This design comes from an exercise in tuning for small area on the open sky130 flow, not from production work. At most, simulation tests tie the RTL to the original design; equivalence was not proved. Power and IR drop assume default switching activity.

== run A ==
Design Top_module, start of the top module:
module Top_module(
	input clk,
	input rstbt,
	output [8:0] aio,
	output [2:0] bo,
	input bi,
	output [17:0] mem_addr,
	input [5:0] mem_data_in,
	output [5:0] mem_data_out,
	output mem_wen,
	output mem_lbn,
	output sram_csn,
	output sram_oen,
	output sdram_csn
    );
	wire rst = ~rstbt;
	function [7:0] rsub8(input [7:0] a, input [7:0] b, input bin);	 
		integer i; reg c; reg [7:0] r;
		begin
			c = ~bin;
			for (i = 0; i < 8; i = i + 1) begin
				r[i] = a[i] ^ ~b[i] ^ c;
				c = (a[i] & ~b[i]) | (a[i] & c) | (~b[i] & c);
			end
			rsub8 = r;
		end
	endfunction
	function [7:0] radd8(input [7:0] a, input [7:0] b, input cin);	 
		integer i; reg c; reg [7:0] r;
		begin
			c = cin;
			for (i = 0; i < 8; i = i + 1) begin
				r[i] = a[i] ^ b[i] ^ c;
				c = (a[i] & b[i]) | (a[i] & c) | (b[i] & c);
			end
			radd8 = r;
		end
	endfunction
	function rle7(input [6:0] a, input [6:0] b);	 
		integer i; reg c;
		begin
			c = 1'b1;
			for (i = 0; i < 7; i = i + 1)
				c = (~a[i] & b[i]) | (~a[i] & c) | (b[i] & c);
			rle7 = c;
		end
	endfunction
	reg [10:0] hc;		 
	reg [9:0] vc;		 
	wire hc_end = hc[10] & hc[4];					 
	wire vc_end = vc[9] & vc[7] & vc[4] & vc[3] & vc[1];	 
	wire [9:0] vc_nx = rst ? 10'd1 : hc_end ? (vc_end ? 10'd1 : vc + 1'b1) : vc;
	always @(posedge clk) begin
		vc <= vc_nx;
		if (rst | hc_end) hc <= 11'd1;
		else hc <= hc + 1'b1;
	end
	wire vrow = (vc <= 10'd600);
	wire visible = vrow && (hc >= 11'd200) && (hc <= 11'd603);
	wire write = vrow && (hc >= 11'd690) && (hc <= 11'd790);
	assign aio[0] = 1'b0;
	assign aio[6:1] = visible ? mem_data_in : 6'd0;
	assign aio[7] = (vc >= 10'd638) && (vc <= 10'd643);
	assign aio[8] = (hc >= 11'd857) && (hc <= 11'd976);
  ...
Settings: LEC_CHECK=0, CAP_MARGIN=20, CORE_MARGIN=2, CORE_UTILIZATION=40, CTS_BUF_LIST=sky130_fd_sc_hd__clkbuf_8, CTS_CLUSTER_DIAMETER=100, CTS_CLUSTER_SIZE=30, SLEW_MARGIN=20; clock period 10.0 ns.
standard.sh (not shown) runs the stock make flow with config.mk's settings and CLKGATE_MAP_FILE= SYNTH_SCRIPT=/design/flow/synth_recipe.tcl, a recipe that flattens the netlist after the stock synthesis.
==> flow/flow/run.sh <==
#!/bin/bash
# Own flow: the standard layout, with the combinational logic of the standard
# synthesis re-mapped for area by ABC. Registers (instances, names, cell types)
# are those of the standard synthesis.
set -euo pipefail
WORK=$(pwd)
R=$WORK/orfs/results/$FLOW_PLATFORM/Top_module/base
LIB=$FLOW_HOME/platforms/$FLOW_PLATFORM/lib/sky130_fd_sc_hd__tt_025C_1v80.lib
YOSYS=$FLOW_HOME/../tools/install/yosys/bin/yosys
[ -x "$YOSYS" ] || YOSYS=yosys

# 1. standard synthesis
bash standard.sh synth > $WORK/1_standard_synth.log 2>&1

# 2. re-map the combinational logic for area
mkdir -p $WORK/remap
cp $R/1_2_yosys.v $WORK/remap/standard.v
DONT_USE=""
for c in $(grep -o "\-dont_use [^ ]*" $WORK/orfs/logs/$FLOW_PLATFORM/Top_module/base/1_2_yosys.log | awk '{print $2}' | sort -u); do
  DONT_USE="$DONT_USE -dont_use $c"
done
REMAP_LIB=$LIB REMAP_DONT_USE="$DONT_USE" REMAP_IN=$WORK/remap/standard.v REMAP_TOP=$FLOW_TOP \
  REMAP_SCRIPT=$WORK/flow/remap.abc REMAP_OUT=$WORK/remap/remapped.v \
  $YOSYS -c $WORK/flow/remap.tcl > $WORK/2_remap.log 2>&1

# 3. the standard layout of the re-mapped netlist
bash standard.sh clean_synth > $WORK/3_clean_synth.log 2>&1
bash standard.sh SYNTH_NETLIST_FILES=$WORK/remap/remapped.v finish > $WORK/4_layout.log 2>&1
==> flow/flow/remap.abc <==
strash
&get -n
&deepsyn -T 30
&put
dch -f
map -a
topo
==> flow/flow/remap.tcl <==
# Re-map the combinational logic of the standard synthesis netlist for area.
# Registers stay as they are (same instances, names and cell types).
yosys -import
set lib $::env(REMAP_LIB)
set dont_use $::env(REMAP_DONT_USE)
read_liberty -ignore_miss_func $lib
read_verilog $::env(REMAP_IN)
hierarchy -check -top $::env(REMAP_TOP)
# registers and clock cells keep their hierarchy (they are not re-mapped)
foreach pat {sky130_fd_sc_hd__df* sky130_fd_sc_hd__edf* sky130_fd_sc_hd__sdf* sky130_fd_sc_hd__dl* sky130_fd_sc_hd__sedf*} {
  catch { setattr -mod -set keep_hierarchy 1 $pat }
}
flatten
opt_clean -purge
techmap
opt -fast -purge
abc -liberty $lib {*}$dont_use -script $::env(REMAP_SCRIPT)
opt_clean -purge
splitnets
opt_clean -purge
hilomap -singleton -hicell sky130_fd_sc_hd__conb_1 HI -locell sky130_fd_sc_hd__conb_1 LO
insbuf -buf sky130_fd_sc_hd__buf_4 A X
opt_clean -purge
select -module $::env(REMAP_TOP)
stat -liberty $lib
write_verilog -noattr -nohex -nodec -selected $::env(REMAP_OUT)
Run A ran to completion and came out clean on the timing, DRC and antenna checks.
Edits applied to the flow inputs when going from run A to run B:
-- flow/flow/run.sh --
<<< run A, line 28
bash standard.sh SYNTH_NETLIST_FILES=$WORK/remap/remapped.v finish > $WORK/4_layout.log 2>&1
>>> run B, line 28
if [ -f $WORK/flow/cts_args ]; then
  bash standard.sh SYNTH_NETLIST_FILES=$WORK/remap/remapped.v "CTS_ARGS=$(cat $WORK/flow/cts_args)" finish > $WORK/4_layout.log 2>&1
else
  bash standard.sh SYNTH_NETLIST_FILES=$WORK/remap/remapped.v finish > $WORK/4_layout.log 2>&1
fi
==> flow/flow/cts_args (new file) <==
-sink_clustering_enable -repair_clock_nets -sink_clustering_size 30 -sink_clustering_max_diameter 100 -buf_list sky130_fd_sc_hd__clkbuf_8 -sink_buffer_max_cap_derate 1.0
==> flow/flow/remap.abc <==
strash
 &get -n
 &deepsyn -T 30
 &put
 dch -f
 amap
 topo
When run B is set beside run A, its critical path depth turns out to be 9.1% larger. Going from run A to run B, the minimum clock period after layout was found to have gone down by 0.065 ns. Between run B and run A, the combinational share of power does not differ in any meaningful way. Looking at x dimension of the die, run B sits 1.5% below run A. Final setup slack of the worst path ends up lower on run A. As far as pin count of the biggest net entering global routing goes, run B and run A are indistinguishable; the numbers are identical. Area overhead of the layout relative to synthesis of run B is on par with run A. [compare] base=run A new=run B: combined buffer and inverter count along the critical path now smaller, fmax climbed about 0.7%, height of the chip saw a decrease, smallest hold slack went up by 0.0041 ns.
Modified inputs, run C compared to run B
- clearing CTS_CLUSTER_DIAMETER, which used to be 100
- clearing CTS_BUF_LIST, which used to be sky130_fd_sc_hd__clkbuf_8
- clearing CTS_CLUSTER_SIZE, which used to be 30
-- flow/flow/run.sh --
<<< run B, line 28
if [ -f $WORK/flow/cts_args ]; then
  bash standard.sh SYNTH_NETLIST_FILES=$WORK/remap/remapped.v "CTS_ARGS=$(cat $WORK/flow/cts_args)" finish > $WORK/4_layout.log 2>&1
else
  bash standard.sh SYNTH_NETLIST_FILES=$WORK/remap/remapped.v finish > $WORK/4_layout.log 2>&1
fi
>>> run C, line 28
bash standard.sh SYNTH_NETLIST_FILES=$WORK/remap/remapped.v finish > $WORK/4_layout.log 2>&1
==> flow/flow/remap.abc <==
strash
&get -n
&deepsyn -T 30
&put
dch -f
map -a
topo
removed: flow/flow/cts_args
- Changes observed in run C relative to run B: die area climbed 3.1%; total global-route track usage dropped 0.18 points.
- The higher clock share of power came out of run C.
- Summary of run C over run B: final setup slack of the worst path now sits lower, worst hold slack now sits lower, design area now sits higher, final core utilization now sits higher.


Another version of the RTL of Top_module (not shown whole).
Size in the first run: ~50 I/O pins.
clock: 10.0 ns
lec_check: 0
cap_margin: 20
core_margin: 2
core_utilization: 55
cts_buf_list: sky130_fd_sc_hd__clkbuf_8
cts_cluster_diameter: 100
cts_cluster_size: 30
slew_margin: 20
==> flow/flow/run.sh <==
#!/bin/bash
# Own flow: the standard layout, with the combinational logic of the standard
# synthesis re-mapped for area by ABC. Registers (instances, names, cell types)
# are those of the standard synthesis.
set -euo pipefail
WORK=$(pwd)
R=$WORK/orfs/results/$FLOW_PLATFORM/Top_module/base
LIB=$FLOW_HOME/platforms/$FLOW_PLATFORM/lib/sky130_fd_sc_hd__tt_025C_1v80.lib
YOSYS=$FLOW_HOME/../tools/install/yosys/bin/yosys
[ -x "$YOSYS" ] || YOSYS=yosys

# 1. standard synthesis
bash standard.sh synth > $WORK/1_standard_synth.log 2>&1

# 2. re-map the combinational logic for area
mkdir -p $WORK/remap
cp $R/1_2_yosys.v $WORK/remap/standard.v
DONT_USE=""
for c in $(grep -o "\-dont_use [^ ]*" $WORK/orfs/logs/$FLOW_PLATFORM/Top_module/base/1_2_yosys.log | awk '{print $2}' | sort -u); do
  DONT_USE="$DONT_USE -dont_use $c"
done
REMAP_LIB=$LIB REMAP_DONT_USE="$DONT_USE" REMAP_IN=$WORK/remap/standard.v REMAP_TOP=$FLOW_TOP \
  REMAP_SCRIPT=$WORK/flow/remap.abc REMAP_OUT=$WORK/remap/remapped.v \
  $YOSYS -c $WORK/flow/remap.tcl > $WORK/2_remap.log 2>&1

# 3. the standard layout of the re-mapped netlist
bash standard.sh clean_synth > $WORK/3_clean_synth.log 2>&1
# ports get the smallest plain buffer
# clock tree: the settings of config.mk, without dummy loads (flow/cts_args)
bash standard.sh SYNTH_NETLIST_FILES=$WORK/remap/remapped.v "BUFFER_PORTS_ARGS=-buffer_cell sky130_fd_sc_hd__buf_1" \
  "CTS_ARGS=$(cat $WORK/flow/cts_args)" finish > $WORK/4_layout.log 2>&1
==> flow/flow/cts_args <==
-sink_clustering_enable -repair_clock_nets -sink_clustering_size 30 -sink_clustering_max_diameter 100 -buf_list sky130_fd_sc_hd__clkbuf_8 -dont_use_dummy_load
==> flow/flow/remap.abc <==
strash
dc2
&get -n
&deepsyn -T 30
&put
dch -f
amap -F 20 -A 50 -C 5000
topo
Scripts as last shown in full above: flow/flow/remap.tcl
The starting point ran to the end with no violations.
Then changed:
--- a/flow/flow/run.sh
+++ b/flow/flow/run.sh
@@ -29,3 +29 @@
-# clock tree: the settings of config.mk, without dummy loads (flow/cts_args)
-bash standard.sh SYNTH_NETLIST_FILES=$WORK/remap/remapped.v "BUFFER_PORTS_ARGS=-buffer_cell sky130_fd_sc_hd__buf_1" \
-  "CTS_ARGS=$(cat $WORK/flow/cts_args)" finish > $WORK/4_layout.log 2>&1
+bash standard.sh SYNTH_NETLIST_FILES=$WORK/remap/remapped.v "BUFFER_PORTS_ARGS=-buffer_cell sky130_fd_sc_hd__buf_1" finish > $WORK/4_layout.log 2>&1
--- a/flow/config.mk
+++ b/flow/config.mk
@@ -10 +10 @@
-export CORE_UTILIZATION = 55
+export CORE_UTILIZATION = 40
removed: flow/flow/cts_args
After rerunning: Die area grows by 36%; clock-buffer cell count stays the same; cell area grows by 3.1%; hold slack improved by 0.0071 ns; final cell count grows by 5.4%; synthesized cell count is unchanged; fmax shrinks by 2.1%; clock skew shrinks by 0.013 ns; critical path depth grows by 2.
Then changed:
--- a/flow/flow/run.sh
+++ b/flow/flow/run.sh
@@ -29 +29,3 @@
-bash standard.sh SYNTH_NETLIST_FILES=$WORK/remap/remapped.v "BUFFER_PORTS_ARGS=-buffer_cell sky130_fd_sc_hd__buf_1" finish > $WORK/4_layout.log 2>&1
+# clock tree: the settings of config.mk, without dummy loads (flow/cts_args)
+bash standard.sh SYNTH_NETLIST_FILES=$WORK/remap/remapped.v "BUFFER_PORTS_ARGS=-buffer_cell sky130_fd_sc_hd__buf_1" \
+  "CTS_ARGS=$(cat $WORK/flow/cts_args)" finish > $WORK/4_layout.log 2>&1
==> flow/flow/cts_args (new file) <==
-sink_clustering_enable -repair_clock_nets -sink_clustering_size 30 -sink_clustering_max_diameter 100 -buf_list sky130_fd_sc_hd__clkbuf_8 -dont_use_dummy_load
Result: Worst hold slack loses 0.0036 ns; setup slack gains 0.037 ns; synthesized cell count stays the same; non-clock buffer count does not change; total power decreases by 12%.


Another version of the RTL of Top_module (not shown whole).
For scale: roughly 1,300 cells after synthesis, roughly 160 flip-flops, roughly 50 I/O pins, about 0.010 mm^2 of cells after synthesis.
Settings: LEC_CHECK=0, CAP_MARGIN=20, CORE_MARGIN=2, CORE_UTILIZATION=40, SLEW_MARGIN=20; clock period 10.0 ns.
run.sh (not shown) runs the stock make flow with config.mk's settings and CLKGATE_MAP_FILE= SYNTH_SCRIPT=/design/flow/synth_recipe.tcl, a recipe that flattens the netlist after the stock synthesis.
Stock flow here: none of the scripts above is used.
==> next run, changes <==
==> flow/flow/run.sh (new file) <==
#!/bin/bash
# Own flow: the standard layout, with the combinational logic of the standard
# synthesis re-mapped for area by ABC. Registers (instances, names, cell types)
# are those of the standard synthesis.
set -euo pipefail
WORK=$(pwd)
R=$WORK/orfs/results/$FLOW_PLATFORM/Top_module/base
LIB=$FLOW_HOME/platforms/$FLOW_PLATFORM/lib/sky130_fd_sc_hd__tt_025C_1v80.lib
YOSYS=$FLOW_HOME/../tools/install/yosys/bin/yosys
[ -x "$YOSYS" ] || YOSYS=yosys

# 1. standard synthesis
bash standard.sh synth > $WORK/1_standard_synth.log 2>&1

# 2. re-map the combinational logic for area
mkdir -p $WORK/remap
cp $R/1_2_yosys.v $WORK/remap/standard.v
DONT_USE=""
for c in $(grep -o "\-dont_use [^ ]*" $WORK/orfs/logs/$FLOW_PLATFORM/Top_module/base/1_2_yosys.log | awk '{print $2}' | sort -u); do
  DONT_USE="$DONT_USE -dont_use $c"
done
REMAP_LIB=$LIB REMAP_DONT_USE="$DONT_USE" REMAP_IN=$WORK/remap/standard.v REMAP_TOP=$FLOW_TOP \
  REMAP_SCRIPT=$WORK/flow/remap.abc REMAP_OUT=$WORK/remap/remapped.v \
  $YOSYS -c $WORK/flow/remap.tcl > $WORK/2_remap.log 2>&1

# 3. the standard layout of the re-mapped netlist
bash standard.sh clean_synth > $WORK/3_clean_synth.log 2>&1
bash standard.sh SYNTH_NETLIST_FILES=$WORK/remap/remapped.v finish > $WORK/4_layout.log 2>&1
==> flow/flow/remap.abc (new file) <==
strash
&get -n
&deepsyn -T 30
&put
dch -f
map -a
topo
==> flow/flow/remap.tcl (new file) <==
# Re-map the combinational logic of the standard synthesis netlist for area.
# Registers stay as they are (same instances, names and cell types).
yosys -import
set lib $::env(REMAP_LIB)
set dont_use $::env(REMAP_DONT_USE)
read_liberty -ignore_miss_func $lib
read_verilog $::env(REMAP_IN)
hierarchy -check -top $::env(REMAP_TOP)
# registers and clock cells keep their hierarchy (they are not re-mapped)
foreach pat {sky130_fd_sc_hd__df* sky130_fd_sc_hd__edf* sky130_fd_sc_hd__sdf* sky130_fd_sc_hd__dl* sky130_fd_sc_hd__sedf*} {
  catch { setattr -mod -set keep_hierarchy 1 $pat }
}
flatten
opt_clean -purge
techmap
opt -fast -purge
abc -liberty $lib {*}$dont_use -script $::env(REMAP_SCRIPT)
opt_clean -purge
splitnets
opt_clean -purge
hilomap -singleton -hicell sky130_fd_sc_hd__conb_1 HI -locell sky130_fd_sc_hd__conb_1 LO
insbuf -buf sky130_fd_sc_hd__buf_4 A X
opt_clean -purge
select -module $::env(REMAP_TOP)
stat -liberty $lib
write_verilog -noattr -nohex -nodec -selected $::env(REMAP_OUT)
==> flow/standard.sh (new file) <==
#!/bin/bash
# synth_recipe.tcl (not shown) runs the flow's synth.tcl, then flattens the netlist and writes it again
# the make line also repeats each setting of config.mk as NAME=value (left out here)
make -C /OpenROAD-flow-scripts/flow DESIGN_CONFIG=/design/flow/config.mk WORK_HOME=/design/flow/orfs CLKGATE_MAP_FILE= SYNTH_SCRIPT=/design/flow/synth_recipe.tcl "${@:-finish}"
removed: flow/run.sh
What happened: Total power decreases by 3.6%. Global-route usage is about the same. Non-clock buffer count decreases by 6. Cell count increases by 4.0%. Critical path depth increases by 12.
No functional check of the RTL was part of any run of this note.

-- port drivers added, routing unchanged --
In the flow no input, the clock included, has a driving cell. The finished layouts below were timed again as built, in two steps. Step 1: set_driving_cell puts a clkbuf_16 on clk and a buf_2 on each other input, an assumption about the parent block. Step 2, shift: input delay + t, output delay - t, t = (earliest + latest rising clock arrival at the registers) / 2. This alone moves slack from input paths to output paths. Three values: ideal, step 1, step 2; two values: the first two.
run	t (ns)	slack for setup (ns)	worst hold slack (ns)	worst setup path after step 2	worst data-port slew with drivers (ns)
run A	0.484	1.076 / 1.036 / 1.520	0.356 / 0.356 / 0.356	register to output	0.05
run B	0.495	1.141 / 1.104 / 1.599	0.360 / 0.360 / 0.360	register to output	0.04
run C	0.466	1.112 / 1.068 / 1.534	0.353 / 0.353 / 0.353	register to output	0.04
the first run of note 2	0.473	1.020 / 0.979 / 1.452	0.415 / 0.415 / 0.415	register to output	0.03
the second run of note 2	0.499	0.829 / 0.791 / 1.290	0.422 / 0.422 / 0.422	register to output	0.03
the third run of note 2	0.480	0.866 / 0.826 / 1.306	0.418 / 0.418 / 0.418	register to output	0.03
the first run of note 3	0.473	0.932 / 0.886 / 1.358	0.394 / 0.394 / 0.394	register to output	0.04
the second run of note 3	0.475	2.241 / 2.193 / 2.668	0.373 / 0.373 / 0.373	register to output	0.04
After both steps setup and hold are still met in every run listed.
